Background: an optimization exercise with open tools, aiming at small area. Do not read the settings as production practice. Where RTL was checked, it was by simulation tests only, not by an equivalence proof against the original. Function not checked in runs 2 and 3: the RTL went through the layout flow alone. Power and IR drop assume default switching activity.

**design/flow/run.sh**
```bash
#!/bin/bash
# synth_recipe.tcl (not shown) runs the flow's synth.tcl, then flattens the netlist and writes it again
# the make line also repeats each setting of config.mk as NAME=value (left out here)
make -C /OpenROAD-flow-scripts/flow DESIGN_CONFIG=/design/flow/config.mk WORK_HOME=/design/flow/orfs CLKGATE_MAP_FILE= SYNTH_SCRIPT=/design/flow/synth_recipe.tcl finish
```
**design/flow/config.mk**
```make
export PLATFORM = sky130hd
export DESIGN_NAME = top
export DESIGN_NICKNAME = top
export VERILOG_FILES = /design/flow/design.v
export SDC_FILE = /design/flow/constraint.sdc
export NUM_CORES = 4
export LEC_CHECK = 0
export CAP_MARGIN = 20
export CORE_MARGIN = 2
export CORE_UTILIZATION = 40
export PLACE_DENSITY = 0.6
export SLEW_MARGIN = 20
```
**design/flow/constraint.sdc**
```tcl
create_clock -name core_clock -period 8.0 [get_ports {clk_24}]
set_input_delay 1.6000 -clock core_clock [delete_from_list [all_inputs] [get_ports {clk_24}]]
set_output_delay 1.6000 -clock core_clock [all_outputs]
set_load 0.01 [all_outputs]
```
**design/flow/design.v**
```verilog
module memory (clk_24, rst, rx, rx_in, adv, write_index, waiting, ascii, cur);
    input clk_24;
    input rst;
    input rx;                
    input [6:0] rx_in;
    input adv;               
    output reg [10:0] write_index;
    output waiting;          
    output [6:0] ascii;      
    output reg [6:0] cur;    
    reg [10:0] diff;
    reg [5:0] wptr, rptr;
    reg [3:0] rx_d;          
    reg pend;
    reg [6:0] d_in;
    reg [447:0] ring;        
    wire ins = pend && (wptr == 6'd63);
    wire [6:0] ring_in = ins ? d_in : ring[447:441];
    wire bypass = rx_d[3] && (diff[5:0] == 6'd1);
    assign waiting = (diff != {10'b0, |rx_d});
    assign ascii = bypass ? d_in : cur;
    always @(posedge clk_24)
    begin
        if (rst)
        begin
            write_index <= 11'd0;
            diff <= 11'd0;
            rx_d <= 4'd0;
            wptr <= 6'd63;
            rptr <= 6'd0;
        end
        else
        begin
            write_index <= write_index + rx;
            if (rx && !adv)
                diff <= diff + 1'b1;
            else if (adv && !rx)
                diff <= diff - 1'b1;
            rx_d <= {rx_d[2:0], rx};
            wptr <= wptr + {rx, ~rx};
            rptr <= rptr + {adv, ~adv};
        end
    end
    always @(posedge clk_24)
    begin
        pend <= rx || (pend && !ins);
        if (rx)
            d_in <= rx_in;
        if (bypass)
            cur <= d_in;
        else if ((rptr == 6'd63) && !(|rx_d))
            cur <= ring_in;
    end
    always @(posedge clk_24)
        ring <= {ring[440:0], ring_in};
endmodule
module morse(ascii_in, out, len);
    input [6:0] ascii_in;
    output reg [6:0] out;
    output reg [2:0] len;
    reg [4:0] punc_index;
    function [9:0] numbers(input [3:0] i);
        case (i)
            4'd0: numbers = {6'b00_11111, 3'd5};  
            4'd1: numbers = {6'b00_11110, 3'd5};  
            4'd2: numbers = {6'b00_11100, 3'd5};  
            4'd3: numbers = {6'b00_11000, 3'd5};  
            4'd4: numbers = {6'b00_10000, 3'd5};  
            4'd5: numbers = {6'b00_00000, 3'd5};  
            4'd6: numbers = {6'b00_00001, 3'd5};  
            4'd7: numbers = {6'b00_00011, 3'd5};  
            4'd8: numbers = {6'b00_00111, 3'd5};  
            4'd9: numbers = {6'b00_01111, 3'd5};  
            default: numbers = 10'b0;
        endcase
    endfunction
    function [9:0] letters(input [4:0] i);
        case (i)
            5'd0: letters = {7'b00000_10, 3'd2};  
            5'd1: letters = {7'b000_0001, 3'd4};  
            5'd2: letters = {7'b000_0101, 3'd4};  
            5'd3: letters = {7'b0000_001, 3'd3};  
            5'd4: letters = {7'b000000_0, 3'd1};  
            5'd5: letters = {7'b000_0100, 3'd4};  
            5'd6: letters = {7'b0000_011, 3'd3};  
            5'd7: letters = {7'b000_0000, 3'd4};  
            5'd8: letters = {7'b00000_00, 3'd2};  
            5'd9: letters = {7'b000_1110, 3'd4};  
            5'd10: letters = {7'b0000_101, 3'd3};  
            5'd11: letters = {7'b000_0010, 3'd4};  
            5'd12: letters = {7'b00000_11, 3'd2};  
            5'd13: letters = {7'b00000_01, 3'd2};  
            5'd14: letters = {7'b0000_111, 3'd3};  
            5'd15: letters = {7'b000_0110, 3'd4};  
            5'd16: letters = {7'b000_1011, 3'd4};  
            5'd17: letters = {7'b0000_010, 3'd3};  
            5'd18: letters = {7'b0000_000, 3'd3};  
            5'd19: letters = {7'b000000_1, 3'd1};  
            5'd20: letters = {7'b0000_100, 3'd3};  
            5'd21: letters = {7'b000_1000, 3'd4};  
            5'd22: letters = {7'b0000_110, 3'd3};  
            5'd23: letters = {7'b000_1001, 3'd4};  
            5'd24: letters = {7'b000_1101, 3'd4};  
            5'd25: letters = {7'b000_0011, 3'd4};  
            default: letters = 10'b0;
        endcase
    endfunction
    function [9:0] punctuation(input [4:0] i);
        case (i)
            5'd0: punctuation = {7'b0_110101, 3'd6};  
            5'd1: punctuation = {7'b0_010010, 3'd6};  
            5'd2: punctuation = {7'b 1001000, 3'd7};  
            5'd3: punctuation = {7'b00_00010, 3'd5};  
            5'd4: punctuation = {7'b0_011110, 3'd6};  
            5'd5: punctuation = {7'b00_01101, 3'd5};  
            5'd6: punctuation = {7'b0_101101, 3'd6};  
            5'd7: punctuation = {7'b00_01010, 3'd5};  
            5'd8: punctuation = {7'b0_110011, 3'd6};  
            5'd9: punctuation = {7'b0_100001, 3'd6};  
            5'd10: punctuation = {7'b0_101010, 3'd6};  
            5'd11: punctuation = {7'b00_01001, 3'd5};  
            5'd12: punctuation = {7'b0_000111, 3'd6};  
            5'd13: punctuation = {7'b0_010101, 3'd6};  
            5'd14: punctuation = {7'b00_10001, 3'd5};  
            5'd15: punctuation = {7'b0_001100, 3'd6};  
            5'd16: punctuation = {7'b0_010110, 3'd6};  
            5'd17: punctuation = {7'b0_101100, 3'd6};  
            5'd18: punctuation = {7'b0, 3'd1};  
            5'd19: punctuation = {7'b0, 3'd0};  
            default: punctuation = 10'b0;
        endcase
    endfunction
    always @*
    begin
        punc_index = 5'd19;
        if (ascii_in >= 48 && ascii_in < 58)  
        begin
            {out, len} = numbers(ascii_in - 48);
        end
        else if (ascii_in >= 65 && ascii_in < 91)  
        begin
            {out, len} = letters(ascii_in - 65);
        end
        else if (ascii_in >= 97 && ascii_in < 123)  
        begin
            {out, len} = letters(ascii_in - 97);
        end
        else  
        begin
            case (ascii_in)
                7'd33      : punc_index = 5'd0;
                7'd34      : punc_index = 5'd1;
                7'd36      : punc_index = 5'd2;
                7'd38      : punc_index = 5'd3;
                7'd39      : punc_index = 5'd4;
                7'd40      : punc_index = 5'd5;
                7'd41      : punc_index = 5'd6;
                7'd43      : punc_index = 5'd7;
                7'd44      : punc_index = 5'd8;
                7'd45      : punc_index = 5'd9;
                7'd46      : punc_index = 5'd10;
                7'd47      : punc_index = 5'd11;
                7'd58      : punc_index = 5'd12;
                7'd59      : punc_index = 5'd13;
                7'd61      : punc_index = 5'd14;
                7'd63      : punc_index = 5'd15;
                7'd64      : punc_index = 5'd16;
                7'd95      : punc_index = 5'd17;
                7'd32      : punc_index = 5'd18;
                default    : punc_index = 5'd19;
            endcase
            {out, len} = punctuation(punc_index);
        end
    end
endmodule
module audio(clk_24, rst, vol, speaker);
    input clk_24;
    input rst;
    input vol;
    output speaker;
    reg down_freq;
    reg [4:0] count;
    assign speaker = vol & down_freq;
    always @(posedge clk_24)
        if (rst)
        begin
            count <= 5'd0;
            down_freq <= 1'b0;
        end
        else if (count == 5'd24)
        begin
            count <= 5'd0;
            down_freq <= ~down_freq;
        end
        else
            count <= count + 1'b1;
endmodule
module rxuart(i_clk, i_reset, i_uart_rx, o_wr, o_data, o_busy);
    input  wire       i_clk, i_reset;
    input  wire       i_uart_rx;
    output wire       o_wr;
    output reg  [6:0] o_data;
    output wire       o_busy;
    localparam [3:0] S_STOP   = 4'h8,    
                     S_IDLE_P = 4'hb,    
                     S_IDLE_W = 4'hc,    
                     S_RI_P   = 4'hd,    
                     S_RI     = 4'he,    
                     S_IDLE   = 4'hf;
    reg q_uart, qq_uart, ck_uart;
    always @(posedge i_clk)
    begin
        q_uart <= i_uart_rx;
        qq_uart <= q_uart;
        ck_uart <= qq_uart;
    end
    reg [7:0] chg_counter;
    always @(posedge i_clk)
        if (i_reset || (qq_uart != ck_uart))
            chg_counter <= 8'h00;
        else if (!chg_counter[7])
            chg_counter <= chg_counter + 1'b1;
    reg line_synch, half_baud_time;
    always @(posedge i_clk)
    begin
        line_synch <= chg_counter[7] && ck_uart;
        half_baud_time <= (~ck_uart) && (chg_counter >= 8'd3);
    end
    reg [3:0] state;
    reg [2:0] baud_counter;
    wire zero_baud_counter = (baud_counter == 3'd0);
    wire in_frame = !state[3] || (state == S_STOP);
    always @(posedge i_clk)
        if (i_reset || !in_frame)
            baud_counter <= 3'd7;
        else
            baud_counter <= baud_counter - 1'b1;
    always @(posedge i_clk)
        if (i_reset)
            state <= S_RI;
        else case (state)
            S_RI:     state <= line_synch ? S_IDLE : S_RI;
            S_RI_P:   state <= line_synch ? S_IDLE_P : S_RI_P;
            S_IDLE_P: state <= S_IDLE_W;
            S_IDLE_W: state <= S_IDLE;
            S_IDLE:   state <= ((~ck_uart) && half_baud_time) ? 4'h0 : S_IDLE;
            S_STOP:   if (zero_baud_counter)
                          state <= ck_uart ? S_IDLE_P : S_RI_P;
            default:  if (zero_baud_counter)
                          state <= state + 1'b1;
        endcase
    always @(posedge i_clk)
        if (zero_baud_counter && !state[3] && (state[2:0] != 3'd7))
            o_data <= { ck_uart, o_data[6:1] };
    assign o_wr = (state == S_IDLE_W);
    assign o_busy = !((state == S_IDLE) || (state == S_IDLE_P) || (state == S_IDLE_W));
endmodule
module top(clk_24, rst_n, led, audio_out, uart_rx, uart_tx, write_index);
    input uart_rx;
    input rst_n;
    output [0:2] led;
    output audio_out;
    output [10:0] write_index;
    output uart_tx;
    input clk_24;
    wire rst = ~rst_n;
    wire recieved;
    wire [6:0] rx_serial;
    wire is_rx;
    rxuart r1(clk_24, rst, uart_rx, recieved, rx_serial, is_rx);
    reg [7:0] count;
    wire tick = (count == 8'd249);
    reg [2:0] morse_index;
    reg out_val;
    reg [1:0] repeat_time;
    reg tx_go;
    reg [6:0] to_tx;
    wire waiting;
    wire [6:0] ascii;
    wire [6:0] ascii_prev;
    wire [6:0] morse_value;
    wire [2:0] morse_len;
    wire [7:0] morse_value_ext = {1'b0, morse_value};
    wire play = tick && (repeat_time == 2'd0) && waiting;
    wire next_char = play && (morse_index == morse_len);
    memory mem1(clk_24, rst, recieved, rx_serial, next_char, write_index,
                waiting, ascii, ascii_prev);
    morse m1(ascii_prev, morse_value, morse_len);
    audio a1(clk_24, rst, out_val, audio_out);
    wire is_tx;
    txuart t1(clk_24, rst, count, tx_go, to_tx, uart_tx, is_tx);
    assign led = {~out_val, ~is_rx, ~is_tx};
    always @(posedge clk_24)
        if (tick)
            to_tx <= ascii;
    always @(posedge clk_24)
    begin
        if (rst)
        begin
            count <= 8'hff;
            tx_go <= 1'b0;
            morse_index <= 3'd0;
            out_val <= 1'b0;
            repeat_time <= 2'd0;
        end
        else if (tick)
        begin
            count <= 8'hff;
            tx_go <= 1'b0;
            if (play)
            begin
                if (morse_index == morse_len)
                begin
                    morse_index <= 3'd0;
                    repeat_time <= 2'd3;
                    out_val <= 1'b0;
                end
                else if (out_val)
                begin
                    out_val <= 1'b0;
                    repeat_time <= 2'd1;
                end
                else
                begin
                    if (morse_index == 3'd0)
                        tx_go <= 1'b1;
                    repeat_time <= morse_value_ext[morse_index] ? 2'd3 : 2'd1;
                    morse_index <= morse_index + 1'b1;
                    out_val <= (ascii != 7'd32);
                end
            end
            else
                repeat_time <= repeat_time - 1'b1;
        end
        else
            count <= count + 1'b1;
    end
endmodule
module txuart(i_clk, i_reset, i_cnt, i_go, i_data, o_uart_tx, o_busy);
    input  wire       i_clk, i_reset;
    input  wire [7:0] i_cnt;
    input  wire       i_go;      
    input  wire [6:0] i_data;
    output wire       o_uart_tx;
    output wire       o_busy;
    reg reset_wait;
    always @(posedge i_clk)
        if (i_reset)
            reset_wait <= 1'b1;
        else if (i_cnt == 8'd127)
            reset_wait <= 1'b0;
    wire [8:0] frame = {1'b0, i_data, 1'b0};
    wire in_frame = i_go && (i_cnt < 8'd72);
    assign o_uart_tx = !in_frame || frame[i_cnt[6:3]];
    assign o_busy = reset_wait || (i_go && (i_cnt < 8'd79));
endmodule
```
==> qor.txt, run 1 <==
final setup violation count: 0
Max Root-Sink Buffers: 3
sum of internal, switching and leakage power: 5610 uW
area growth from synthesis to final layout: 16.0%
time the final worst path needs with I/O delays and setup: 6950 ps
synthesized area per cell: 12.8 um2
endpoint type of the worst setup path: flip-flop
first-pass GRT wire length: 41900 um
Skew-Pair Late Insertion Delay: 580 ps
n_diodes: 0
area of the die: 0.0426 mm2
headroom to the max-slew limit: 32.0%
Maximum Capacitance Violations: 0
maximum clock frequency: 144 MHz
CTS Hold Bufs: 0
Final Non-Filler Cells: 1892
post-DP HPWL: 15100 um
kind of start point of the critical path: flip-flop
post-synthesis mux area share: 2.53%
vias in the first global route: 8490
min-delay worst type: flip-flop to flip-flop
fraction of the mapped netlist area in simple logic gates: 9.94%
routed len/inst: 13.1 um
leakage dissipation: 0.00753 uW
critical path data arrival time: 7420 ps
fraction of met2 tracks used by global routing: 17.9%
combinational family with the most area after synthesis: simple AND/OR/NAND/NOR gates
TritonCTS sink count: 563
Net count, final: 1365
most used flip-flop cell after synthesis: dfxtp_1
y dimension of the die: 206 um
clock transition time at the flip-flop clock pins of the worst setup and hold paths: 70 ps
I/O Buffers: 18
CP Max Fanout: 18
EDFF count, synth: 28
Hold Path Stages: 0
buffers inserted during post-CTS setup optimization: 0
Core Rows: 74
vias post-DR: 8795
cell count after placement: 1794
Worst VDD drop: 253 uV
clock tree from TritonCTS: yes
gpl congestion: 0.841
type of the worst setup path: flip-flop to flip-flop
IO Pins: 19
count of warnings emitted by yosys: 6
arithmetic-cell share of the synthesized area counting full adders, half adders and majority gates: 3.65%
1st-pass router iterations: 5
grt total ovfl: 0
required time at the endpoint of the critical path: 8470 ps
met3 Usage GRT: 2.78%
RSZ-0062 raised after global routing: false
Die X: 206 um
CTS-repair resized insts: 0
Worst-Margin Slew: 1010 ps
antenna-violating nets left: 0
Initial Util: 40.3%
worst clock skew: 12.5 ps
Residual DRC: 0
initial antenna violation count: 1
xor/xnor share of the synthesized area: 2.62%
CORE AREA: 0.0406 mm2
final number of max-transition violations: 0
total wire length: 24800 um
tightest hold margin: 319 ps
Post-Syn Area: 0.0164 mm2
clock buffers created by TritonCTS: 52
number of synthesized register bits: 563
All-Layer GR Usage: 11.9%
global routing met1 resource utilization: 16.7%
count of distinct cell types in the synthesized netlist: 96
result of the run: timing/DRC/antenna clean
cell area power density: 296 mW/mm2
number of nets produced by synthesis: 1325
H-tree level count: 2
complex-gate fraction of the synthesized area: 8.58%
number of failing hold endpoints at the final stage: 0
count of filler cells inserted in the layout: 3581
GRT busiest layer: met2
logic depth of the worst register-to-register path: 23
master cell of the clock root buffer: clkbuf_16
cell count after synthesis: 1276
drt first-iter violations: 419
layout cell share with drive strength beyond 1: 12.0%
Fin Setup TNS: 0 ps
routed via count divided by cell count: 4.65
Async SR Flop Fraction: 0%
part of the cycle the worst path needs: 86.9%
pin count of the biggest net entering global routing: 67
post-synthesis sequential area ratio: 70.6%
[routing by layer]
metal / wire length (um) / up-vias / part of all wire, %
li1: - / 4459 / -
met1: 12400 / 4165 / 50
met2: 10700 / 120 / 43
met3: 1010 / 49 / 4.1
met4: 644 / 2 / 2.6
met5: 13 / - / 0.052
[Yosys cell counts (9+ instances only)]
master	count	area [um2]
dfxtp_1	535	10700
mux2_2	23	259
clkbuf_1	21	78.8
nor2_1	56	210
nand2_1	87	327
nor3_1	11	55.1
or3_1	14	87.6
nand4_1	10	62.6
ha_1	43	538
mux2i_1	11	110
edfxtp_1	28	841
nor2b_1	14	87.6
and2_1	30	188
o31ai_1	9	67.6
a21oi_1	28	140
o21ai_0	44	220
buf_2	14	70.1
a21boi_0	9	67.6
and3_1	9	56.3
nand2b_1	14	87.6
nand3_1	36	180
xnor2_1	30	263
inv_1	39	146
xor2_1	14	123
[cells in the final DEF (no fill, tap or decap), types with 9 or more instances in the layout]
cell	instances
a21boi_0	9
a21oi_1	28
and2_1	30
and3_1	9
clkbuf_16	53
clkbuf_8	10
clkdlybuf4s50_1	17
clkinv_2	13
dfxtp_1	535
edfxtp_1	28
ha_1	43
inv_1	39
mux2_2	23
mux2i_1	11
nand2_1	87
nand2b_1	14
nand3_1	36
nand4_1	10
nor2_1	56
nor2b_1	14
nor3_1	10
o21ai_0	44
o31ai_1	9
or3_1	14
xnor2_1	30
xor2_1	14
[cell type report]
type | instances | area [um2] | share of cell area (%)
Sequential cell | 563 | 11600 | 60.8
Tap cell | 532 | 666 | 3.51
Inverter | 40 | 150 | 0.791
Clock inverter | 32 | 429 | 2.26
Clock buffer | 66 | 1480 | 7.77
Multi-Input combinational cell | 633 | 4480 | 23.6
Timing Repair Buffer | 26 | 235 | 1.24
[metrics by stage]
stage	utilization, %	area (um2)	setup WS, ps
finish	46.7	19000	1050
global route	46.7	19000	381
global placement	42.0	17100	1200
CTS	46.7	19000	1030
floorplan	-	16400	2080
detailed placement	42.0	17100	1010
[report_power, final]
group / internal [uW] / total [uW] / switching [uW] / leakage (uW)
logic: 55.6 / 109 / 53.1 / 0.00204
registers: 2850 / 2890 / 34.3 / 0.00455
clock network: 1550 / 2620 / 1060 / 0.000937
[final timing paths]
kind                                     start              to  slack, ps
worst min register to register  mem1.ring[252]  mem1.ring[259]        320
worst max-delay path               mem1.cur[1]    mem1.diff[9]       1050
worst min-delay path            mem1.ring[252]  mem1.ring[259]        320
worst max register to register     mem1.cur[1]    mem1.diff[9]       1050
[logic make-up (layout without fill, tap and decap cells)]
| kind of cell | Yosys count | after routing |
|---|---|---|
| AOI/OAI and AO/OA | 190 | 190 |
| xor gates and xnor gates | 46 | 46 |
| adders and majority gates | 46 | 46 |
| buffers and inverters | 80 | 164 |
| DFF | 563 | 563 |
| muxes | 36 | 36 |
| and+or+nand+nor | 315 | 315 |
[worst max-delay path, cell delays in order, from the launching register on]
cell and delay, ps:
edfxtp_1 730, ha_1 620, nor2_1 100, a221oi_2 500, o21ai_2 300, a41oi_1 550, inv_1 170, ha_1 260
and2_1 140, a31oi_1 270, a221o_1 240, o211ai_2 130, or3_4 400, ha_1 260, inv_1 360, ha_1 310
a21o_1 170, a21oi_1 220, o21bai_1 90, a21oi_1 230, o21bai_1 100, a21oi_1 210, o21ai_0 160, a311o_1 330
[state kept, by name, summed over array words and instances (netlist names), 2 cells and up, named ones only]
register          count
mem1.d_in             7
mem1.write_index     11
mem1.cur              7
morse_index           3
to_tx                 7
mem1.ring           448
mem1.rptr             6
r1.o_data             7
mem1.rx_d             4
mem1.diff            11
r1.state              4
r1.baud_counter       3
repeat_time           2
count                 8
mem1.wptr             6
a1.count              5
r1.chg_counter        8
==> run 2: changes to the inputs <==
--- a/design/flow/design.v
+++ b/design/flow/design.v
@@ -201,12 +201,14 @@
     output wire       o_wr;
     output reg  [6:0] o_data;
     output wire       o_busy;
-    localparam [3:0] S_STOP   = 4'h8,    
-                     S_IDLE_P = 4'hb,    
-                     S_IDLE_W = 4'hc,    
-                     S_RI_P   = 4'hd,    
-                     S_RI     = 4'he,    
-                     S_IDLE   = 4'hf;
+    localparam [3:0] S_STOP   = 4'b1000,
+                     S_RI     = 4'b1001,    
+                     S_RI_P   = 4'b1011,    
+                     S_RI2    = 4'b1101,    
+                     S_RI2_P  = 4'b1111,    
+                     S_IDLE   = 4'b1100,
+                     S_IDLE_P = 4'b1110,    
+                     S_IDLE_W = 4'b1010;    
     reg q_uart, qq_uart, ck_uart;
     always @(posedge i_clk)
     begin
@@ -214,36 +216,34 @@
         qq_uart <= q_uart;
         ck_uart <= qq_uart;
     end
-    reg [7:0] chg_counter;
-    always @(posedge i_clk)
-        if (i_reset || (qq_uart != ck_uart))
-            chg_counter <= 8'h00;
-        else if (!chg_counter[7])
-            chg_counter <= chg_counter + 1'b1;
-    reg line_synch, half_baud_time;
-    always @(posedge i_clk)
-    begin
-        line_synch <= chg_counter[7] && ck_uart;
-        half_baud_time <= (~ck_uart) && (chg_counter >= 8'd3);
-    end
     reg [3:0] state;
-    reg [2:0] baud_counter;
-    wire zero_baud_counter = (baud_counter == 3'd0);
+    reg [7:0] counter;
     wire in_frame = !state[3] || (state == S_STOP);
+    wire zero_baud_counter = (counter[2:0] == 3'd0);
+    wire start = (state == S_IDLE) && !ck_uart && (counter >= 8'd4);
+    wire synch = counter[7] && ck_uart;
     always @(posedge i_clk)
-        if (i_reset || !in_frame)
-            baud_counter <= 3'd7;
-        else
-            baud_counter <= baud_counter - 1'b1;
+        if (i_reset)
+            counter <= 8'd0;
+        else if (start)
+            counter <= 8'd7;
+        else if (in_frame && !((state == S_STOP) && zero_baud_counter))
+            counter[2:0] <= counter[2:0] - 1'b1;
+        else if (qq_uart != ck_uart)
+            counter <= 8'd0;
+        else if (!counter[7])
+            counter <= counter + 1'b1;
     always @(posedge i_clk)
         if (i_reset)
             state <= S_RI;
         else case (state)
-            S_RI:     state <= line_synch ? S_IDLE : S_RI;
-            S_RI_P:   state <= line_synch ? S_IDLE_P : S_RI_P;
+            S_RI:     if (synch) state <= S_RI2;
+            S_RI_P:   if (synch) state <= S_RI2_P;
+            S_RI2:    state <= S_IDLE;
+            S_RI2_P:  state <= S_IDLE_P;
             S_IDLE_P: state <= S_IDLE_W;
             S_IDLE_W: state <= S_IDLE;
-            S_IDLE:   state <= ((~ck_uart) && half_baud_time) ? 4'h0 : S_IDLE;
+            S_IDLE:   if (start) state <= 4'd0;
             S_STOP:   if (zero_baud_counter)
                           state <= ck_uart ? S_IDLE_P : S_RI_P;
             default:  if (zero_baud_counter)
--- a/design/flow/config.mk
+++ b/design/flow/config.mk
@@ -7,6 +7,8 @@
 export LEC_CHECK = 0
 export CAP_MARGIN = 20
 export CORE_MARGIN = 2
-export CORE_UTILIZATION = 40
-export PLACE_DENSITY = 0.6
+export CORE_UTILIZATION = 60
+export CTS_BUF_LIST = sky130_fd_sc_hd__clkbuf_2 sky130_fd_sc_hd__clkbuf_4 sky130_fd_sc_hd__clkbuf_8
+export CTS_CLUSTER_SIZE = 30
+export PLACE_DENSITY = 0.75
 export SLEW_MARGIN = 20
==> run 2 against run 1 <==
Clock power is 16% lower; largest cell class unchanged; fmax is 1.5% lower; non-clock buffer count grew 1; synthesized cell count increased by 1.9%.
==> qor.txt, run 2 <==
most frequent standard cell in the layout excluding fill and tap cells: dfxtp_1
I/O Buffers: 18 (unchanged)
drt first-iter violations: 644 (+54%)
buffers inserted during post-CTS setup optimization: 0 (unchanged)
required time at the endpoint of the critical path: 8460 ps (about the same)
EDFF count, synth: 28 (unchanged)
master cell of the clock root buffer: clkbuf_8
largest registers: mem1.ring x448, mem1.diff x11, mem1.write_index x11
CTS-repair resized insts: 0 (unchanged)
total wire length: 26900 um (+8.6%)
number of synthesized register bits: 558 (-0.89%)
Final Non-Filler Cells: 1756 (-7.2%)
number of buffers and inverters on the critical path: 4 (+2)
RSZ-0062 raised after global routing: false
Maximum Capacitance Violations: 0 (unchanged)
IO Pins: 19 (unchanged)
count of warnings emitted by yosys: 6 (unchanged)
n_diodes: 0 (unchanged)
time the final worst path needs with I/O delays and setup: 7060 ps (+105 ps)
tightest hold margin: 306 ps (-13.1 ps)
pin count of the biggest net entering global routing: 60 (-10%)
result of the run: timing/DRC/antenna clean
leading post-synthesis cells by instance count: dfxtp_1, nand2_1, nor2_1, o21ai_0, ha_1
vias post-DR: 9135 (+3.9%)
cell type group with the largest total delay on the critical path: compound AO/OA/AOI/OAI gates
count of distinct cell types in the synthesized netlist: 90 (-6.3%)
grt total ovfl: 0 (unchanged)
most used flip-flop cell after synthesis: dfxtp_1
Core Rows: 60 (-19%)
initial antenna violation count: 0 (-1)
most common cell in the netlist: dfxtp_1
routed via count divided by cell count: 5.20 (+12%)
highest-count cells in the layout ignoring fill and taps: dfxtp_1, clkbuf_8, nand2_1
final design utilization: 68.7% (+22 points)
critical path data arrival time: 7520 ps (+100 ps)
antenna-violating nets left: 0 (unchanged)
TritonCTS sink count: 558 (-0.89%)
worst clock skew: 29.6 ps (+17.1 ps)
clock buffers created by TritonCTS: 77 (+48%)
1st-pass router iterations: 7 (+2)
post-DP HPWL: 16000 um (+6.1%)
part of the cycle the worst path needs: 88.2% (+1.3 points)
CORE AREA: 0.0269 mm2 (-34%)
clock tree from TritonCTS: yes
Worst-Margin Slew: 994 ps (-18.3 ps)
headroom to the max-slew limit: 33.7% (+1.7 points)
Post-Syn Area: 0.0164 mm2 (about the same)
cell count after synthesis: 1300 (+1.9%)
routed len/inst: 15.3 um (+17%)
All-Layer GR Usage: 19.2% (+7.2 points)
H-tree level count: 3 (+1)
y dimension of the die: 169 um (-18%)
cell type with the highest occurrence count on the critical path: ha_1
final number of max-transition violations: 0 (unchanged)
layout cell share with drive strength beyond 1: 14.0% (+2.0 points)
CP Max Fanout: 18 (unchanged)
Residual DRC: 0 (unchanged)
cell count after placement: 1622 (-9.6%)
largest cells by area after synthesis: dfxtp_1, edfxtp_1, ha_1, nand2_1, nor2_1
post-synthesis sequential area ratio: 70.0% (-0.61 points)
maximum clock frequency: 142 MHz (-1.5%)
clock transition time at the flip-flop clock pins of the worst setup and hold paths: 60 ps (about the same)
max incr delay on CP: 650 ps (-80 ps)
Initial Util: 60.9% (+21 points)
leakage dissipation: 0.00745 uW (-1.1%)
number of failing hold endpoints at the final stage: 0 (unchanged)
Die X: 169 um (-18%)
area growth from synthesis to final layout: 12.7%
kind of start point of the critical path: flip-flop
standard cell with the maximum stage delay on the critical path: edfxtp_1
first-pass GRT wire length: 44600 um (+6.5%)
post-synthesis cell type with the largest combined area: dfxtp_1
endpoint type of the worst setup path: flip-flop
type of the worst setup path: flip-flop to flip-flop
share of Yosys cell area claimed by the top area cell type: 64.8% (-0.61 points)
Worst VDD drop: 184 uV (-27%)
Max Root-Sink Buffers: 3 (unchanged)
CTS Hold Bufs: 0 (unchanged)
register with the highest flop count: mem1.ring
Net count, final: 1410 (+3.3%)
vias in the first global route: 9003 (+6.0%)
Fin Setup TNS: 0 ps (unchanged)
Async SR Flop Fraction: 0% (unchanged)
Skew-Pair Late Insertion Delay: 590 ps (about the same)
cell area power density: 305 mW/mm2 (+3.1%)
synthesized area per cell: 12.6 um2 (-1.9%)
area of the die: 0.0286 mm2 (-33%)
count of filler cells inserted in the layout: 1842 (-49%)
max FFs per register: 448 (unchanged)
number of nets produced by synthesis: 1350 (+1.9%)
sum of internal, switching and leakage power: 5620 uW (+0.17%)
min-delay worst type: flip-flop to flip-flop
gpl congestion: 0.892 (+6.2%)
final setup violation count: 0 (unchanged)
## run 2: final timing paths
path | from | to | slack, ps | depth (start not counted)
setup reg to reg | mem1.cur[1] | mem1.diff[8] | 940 | 25
hold reg to reg | mem1.ring[88] | mem1.ring[95] | 310 | 0
hold / removal | mem1.ring[88] | mem1.ring[95] | 310 | 0
setup / recovery | mem1.cur[1] | mem1.diff[8] | 940 | 25
## run 2: per-stage QoR
stage | area [um2] | worst slack (ps)
after floorplan | 16400 | 2070
after global placement | 16800 | 1250
after detailed placement | 16800 | 1100
after CTS | 18500 | 1060
after global routing | 18500 | 308
final | 18500 | 943
## run 2: cell families after synthesis
| family | after synthesis | synth area share (%) |
|---|---|---|
| muxes | 42 | 2.83 |
| and+or+nand+nor | 306 | 9.67 |
| AOI/OAI and AO/OA | 216 | 9.34 |
| buffers and inverters | 93 | 2.38 |
| xor gates and xnor gates | 38 | 2.08 |
| adders and majority gates | 47 | 3.73 |
| DFF | 558 | 70.0 |
## run 2: final cells by class
| type | instances | area [um2] | area share (%) |
|---|---|---|---|
| clock buffer | 123 | 1520 | 8.26 |
| clock inverter | 11 | 100 | 0.542 |
| inverter | 47 | 176 | 0.956 |
| multi-input combinational | 649 | 4530 | 24.5 |
| sequential | 558 | 11500 | 62.1 |
| tap | 341 | 427 | 2.31 |
| timing repair buffer | 27 | 248 | 1.34 |
## run 2: worst register-to-register path: cells and delay by family (launching register included)
family / cells / cell delay [ps]
buffers and inverters: 4 / 900
AO/OA/AOI/OAI: 10 / 2240
adder cells (fa/ha/maj): 4 / 1410
flip-flops: 1 / 650
AND/OR/NAND/NOR: 7 / 1740
## run 2: where the power goes
group	internal, uW	switching, uW
logic	168	202
clock network	1220	979
registers	2960	91.5
## run 2: per-layer routing
| layer | vias up | share of wire, % | track usage, % |
|---|---|---|---|
| li1 | 4595 | - | - |
| met1 | 4272 | 48 | 26.1 |
| met2 | 212 | 45 | 30.4 |
| met3 | 56 | 4.4 | 3.87 |
| met4 | 0 | 2.4 | 7.43 |
| met5 | - | 0 | 0 |
==> run 3: changes to the inputs <==
==> design/flow/config.mk (replaced) <==
export PLATFORM = sky130hd
export DESIGN_NAME = top
export DESIGN_NICKNAME = top
export VERILOG_FILES = /design/flow/design.v
export SDC_FILE = /design/flow/constraint.sdc
export NUM_CORES = 4
export LEC_CHECK = 0
export CAP_MARGIN = 20
export CORE_MARGIN = 2
export CORE_UTILIZATION = 40
export CTS_BUF_LIST = sky130_fd_sc_hd__clkbuf_4
export PLACE_DENSITY = 0.6
export SLEW_MARGIN = 20
==> run 3 against run 2 <==
Critical path depth is the same; power rose by 1.5%; clock power rose by 4%; hold slack got worse by 5.5 ps; register-to-register slack better by 40 ps; cell area grew 1.9%; worst setup slack better by 42 ps; clock-buffer cell count grew 70; sequential share of layout area fell by 1.2 points; utilization is 22 points lower.
==> qor.txt, run 3 <==
tightest hold margin: 301 ps (-5.54 ps)
grt total ovfl: 0 (unchanged)
Setup Slack @ Placement: 1080 ps (-15.6 ps)
cell internal power dissipation: 4350 uW (about the same)
number of nets produced by synthesis: 1350 (unchanged)
startpoint of the worst-slack reg-to-reg timing path: mem1.cur[0]
leading post-synthesis cells by instance count: dfxtp_1, nand2_1, nor2_1, o21ai_0, ha_1
Hold Path Stages: 0 (unchanged)
master cell of the clock root buffer: clkbuf_4
kind of start point of the critical path: flip-flop
Worst VDD drop: 146 uV (-21%)
count of warnings emitted by yosys: 6 (unchanged)
Core Rows: 74 (+23%)
critical path data arrival time: 7690 ps (+170 ps)
number of failing hold endpoints at the final stage: 0 (unchanged)
final setup violation count: 0 (unchanged)
CORE AREA: 0.0406 mm2 (+51%)
placed cell area: 0.0170 mm2 (+1.3%)
Die X: 206 um (+22%)
cell count after synthesis: 1300 (unchanged)
headroom to the max-slew limit: 42.7% (+9.0 points)
total wire length: 26500 um (-1.6%)
synthesized area per cell: 12.6 um2 (unchanged)
Residual DRC: 0 (unchanged)
count of distinct cell types in the synthesized netlist: 90 (unchanged)
Initial Util: 40.3% (-21 points)
post-synthesis sequential area ratio: 70.0% (unchanged)
Max Root-Sink Buffers: 3 (unchanged)
type of the worst setup path: flip-flop to flip-flop
vias in the first global route: 9614 (+6.8%)
required time at the endpoint of the critical path: 8680 ps (+220 ps)
largest cells by area after synthesis: dfxtp_1, edfxtp_1, ha_1, nand2_1, nor2_1
switching share of total power: 23.7% (+1.1 points)
worst-case setup margin in the final layout: 986 ps (+42.1 ps)
clock tree from TritonCTS: yes
Net count, final: 1463 (+3.8%)
part of the cycle the worst path needs: 87.7% (-0.53 points)
buffers inserted during post-CTS setup optimization: 0 (unchanged)
Clock power frac: 40.2% (+1.1 points)
1st-pass router iterations: 4 (-3)
Skew-Pair Late Insertion Delay: 810 ps (+220 ps)
gpl congestion: 0.817 (-8.4%)
antenna-violating nets left: 0 (unchanged)
CP Max Fanout: 22 (+4)
endpoint type of the worst setup path: flip-flop
Maximum Capacitance Violations: 0 (unchanged)
final design utilization: 46.3% (-22 points)
routed via count divided by cell count: 4.63 (-11%)
Post-Syn Area: 0.0164 mm2 (unchanged)
area growth from synthesis to final layout: 14.9%
Async SR Flop Fraction: 0% (unchanged)
largest registers: mem1.ring x448, mem1.diff x11, mem1.write_index x11
switching power of the nets: 1350 uW (+6.3%)
clock transition time at the flip-flop clock pins of the worst setup and hold paths: 70 ps (about the same)
endpoint of the worst register-to-register path: mem1.diff[8]
final number of max-transition violations: 0 (unchanged)
maximum clock frequency: 143 MHz (+0.60%)
critical hold path startpoint: mem1.ring[343]
min-delay worst type: flip-flop to flip-flop
initial antenna violation count: 2 (+2)
routed len/inst: 12.9 um (-16%)
FF-to-FF setup slack: 990 ps (+40 ps)
pin count of the biggest net entering global routing: 61 (+1.7%)
drt first-iter violations: 492 (-24%)
result of the run: timing/DRC/antenna clean
vias post-DR: 9469 (+3.7%)
number of synthesized register bits: 558 (unchanged)
max FFs per register: 448 (unchanged)
leakage dissipation: 0.00760 uW (+2.0%)
first-pass GRT wire length: 45600 um (+2.2%)
layout cell share with drive strength beyond 1: 18.2% (+4.2 points)
CTS-repair resized insts: 0 (unchanged)
All-Layer GR Usage: 13.2% (-6.0 points)
RSZ-0062 raised after global routing: false
y dimension of the die: 206 um (+22%)
EDFF count, synth: 28 (unchanged)
post-synthesis cell type with the largest combined area: dfxtp_1
cell area power density: 303 mW/mm2 (-0.44%)
count of filler cells inserted in the layout: 3708 (+100%)
CTS Hold Bufs: 0 (unchanged)
TritonCTS sink count: 558 (unchanged)
most common cell in the netlist: dfxtp_1
time the final worst path needs with I/O delays and setup: 7010 ps (-42.1 ps)
share of Yosys cell area claimed by the top area cell type: 64.8% (unchanged)
H-tree level count: 4 (+1)
final instance area: 0.0188 mm2 (+1.9%)
Worst-Margin Slew: 860 ps (-134 ps)
highest-count cells in the layout ignoring fill and taps: dfxtp_1, clkbuf_4, nand2_1
clock buffers created by TritonCTS: 133 (+73%)
I/O Buffers: 18 (unchanged)
most used flip-flop cell after synthesis: dfxtp_1
IO Pins: 19 (unchanged)
logic depth of the worst register-to-register path: 25 (unchanged)
area of the die: 0.0425 mm2 (+49%)
register with the highest flop count: mem1.ring
most frequent standard cell in the layout excluding fill and tap cells: dfxtp_1
post-DP HPWL: 15700 um (-2.1%)
sequential share of power: 53.4% (-0.9 points)
portion of total power attributed to combinational logic: 6.5% (about the same)
endpoint of the worst hold path: mem1.ring[350]
Fin Setup TNS: 0 ps (unchanged)
worst clock skew: 54.1 ps (+24.5 ps)
run 3: metal layers:
metal / track usage [%] / up-vias / part of all wire (%)
li1: - / 4786 / -
met1: 17.7 / 4434 / 51
met2: 18.5 / 191 / 42
met3: 4.48 / 56 / 4.6
met4: 7.60 / 2 / 2.3
met5: 0 / - / 0.049
run 3: power by group through the flow:
stage               Combinational (uW)  Sequential [uW]  Clock [uW]
floorplan                          319             3060           0
global placement                   358             3110           0
detailed placement                 368             3110           0
CTS                                371             3050        2410
global route                       427             3060        2550
finish                             369             3040        2290
run 3: final cells by class:
type | instances | area (um2) | share of cell area [%]
sequential | 558 | 11500 | 60.9
multi-input combinational | 649 | 4530 | 24.1
clock buffer | 193 | 1450 | 7.71
tap | 532 | 666 | 3.54
clock inverter | 43 | 304 | 1.62
timing repair buffer | 24 | 225 | 1.20
inverter | 47 | 176 | 0.938
antenna | 1 | 2.50 | 0.0133
run 3: worst max path at each step:
stage | depth (start not counted) | to | from
5_1_grt | 25 | mem1.diff[8] | mem1.cur[0]
3_5_place_dp | 25 | mem1.diff[8] | mem1.cur[1]
3_3_place_gp | 25 | mem1.diff[8] | mem1.cur[0]
6_report | 25 | mem1.diff[8] | mem1.cur[0]
4_1_cts | 25 | mem1.diff[8] | mem1.cur[0]
2_1_floorplan | 26 | mem1.diff[8] | mem1.cur[1]
run 3: critical path, stage by stage, from the launching register on:
cell and delay (ps):
edfxtp_1 820, inv_1 340, ha_1 420, nor2b_1 180
o21ai_0 240, a31oi_1 220, o31ai_2 530, inv_1 170
ha_1 290, nor2_1 120, a22oi_1 100, a31oi_2 240
nor4_4 100, or4_4 590, ha_1 290, inv_1 340
ha_1 340, nor2b_1 140, o21ai_0 190, a21boi_0 150
o21ai_0 200, a21boi_0 150, o21ai_0 270, nor3b_1 220
o31ai_1 90, and2_1 180
run 3: cell families (layout without fill, tap and decap cells):
family / count (synthesis) / in the layout / synth area share [%]
adder cells (fa/ha/maj): 47 / 47 / 3.73
flip-flops: 558 / 558 / 70.0
AO/OA/AOI/OAI: 216 / 216 / 9.34
AND/OR/NAND/NOR: 306 / 306 / 9.67
other: 0 / 1 / 0
buffers and inverters: 93 / 307 / 2.38
multiplexers: 42 / 42 / 2.83
XOR/XNOR: 38 / 38 / 2.08
run 3: through the flow:
stage	power (uW)	std cells
final	5700	2047
after global routing	6040	2047
after CTS	5830	2046
after detailed placement	3470	1810
after global placement	3460	1810
after floorplan	3380	1300

-- static timing again, ports no longer ideal --
Ports are ideal in the flow. The routed layouts listed here were re-timed in OpenROAD.
Step 1: set_driving_cell puts a clkbuf_16 on clk_24 and a buf_2 on each other input, an assumption about the parent block.
Step 2, shift: input delay + t, output delay - t, t = (earliest + latest rising clock arrival at the registers) / 2. This alone moves slack from input paths to output paths.
Slacks: ideal ports / drivers / drivers and shift; pairs: ideal ports / drivers.
| run | t, ns | slack for setup (ns) | latest minus earliest clock arrival (ns) | cell pins on the clock port's net |
|---|---|---|---|---|
| run 1 | 0.623 | 1.049 / 1.049 / 1.049 | 0.020 / 0.019 | 1 |
| run 2 | 0.617 | 0.943 / 0.943 / 0.943 | 0.034 / 0.033 | 1 |
| run 3 | 0.827 | 0.986 / 0.986 / 0.986 | 0.054 / 0.054 | 1 |
After both steps every run listed still meets setup and hold.
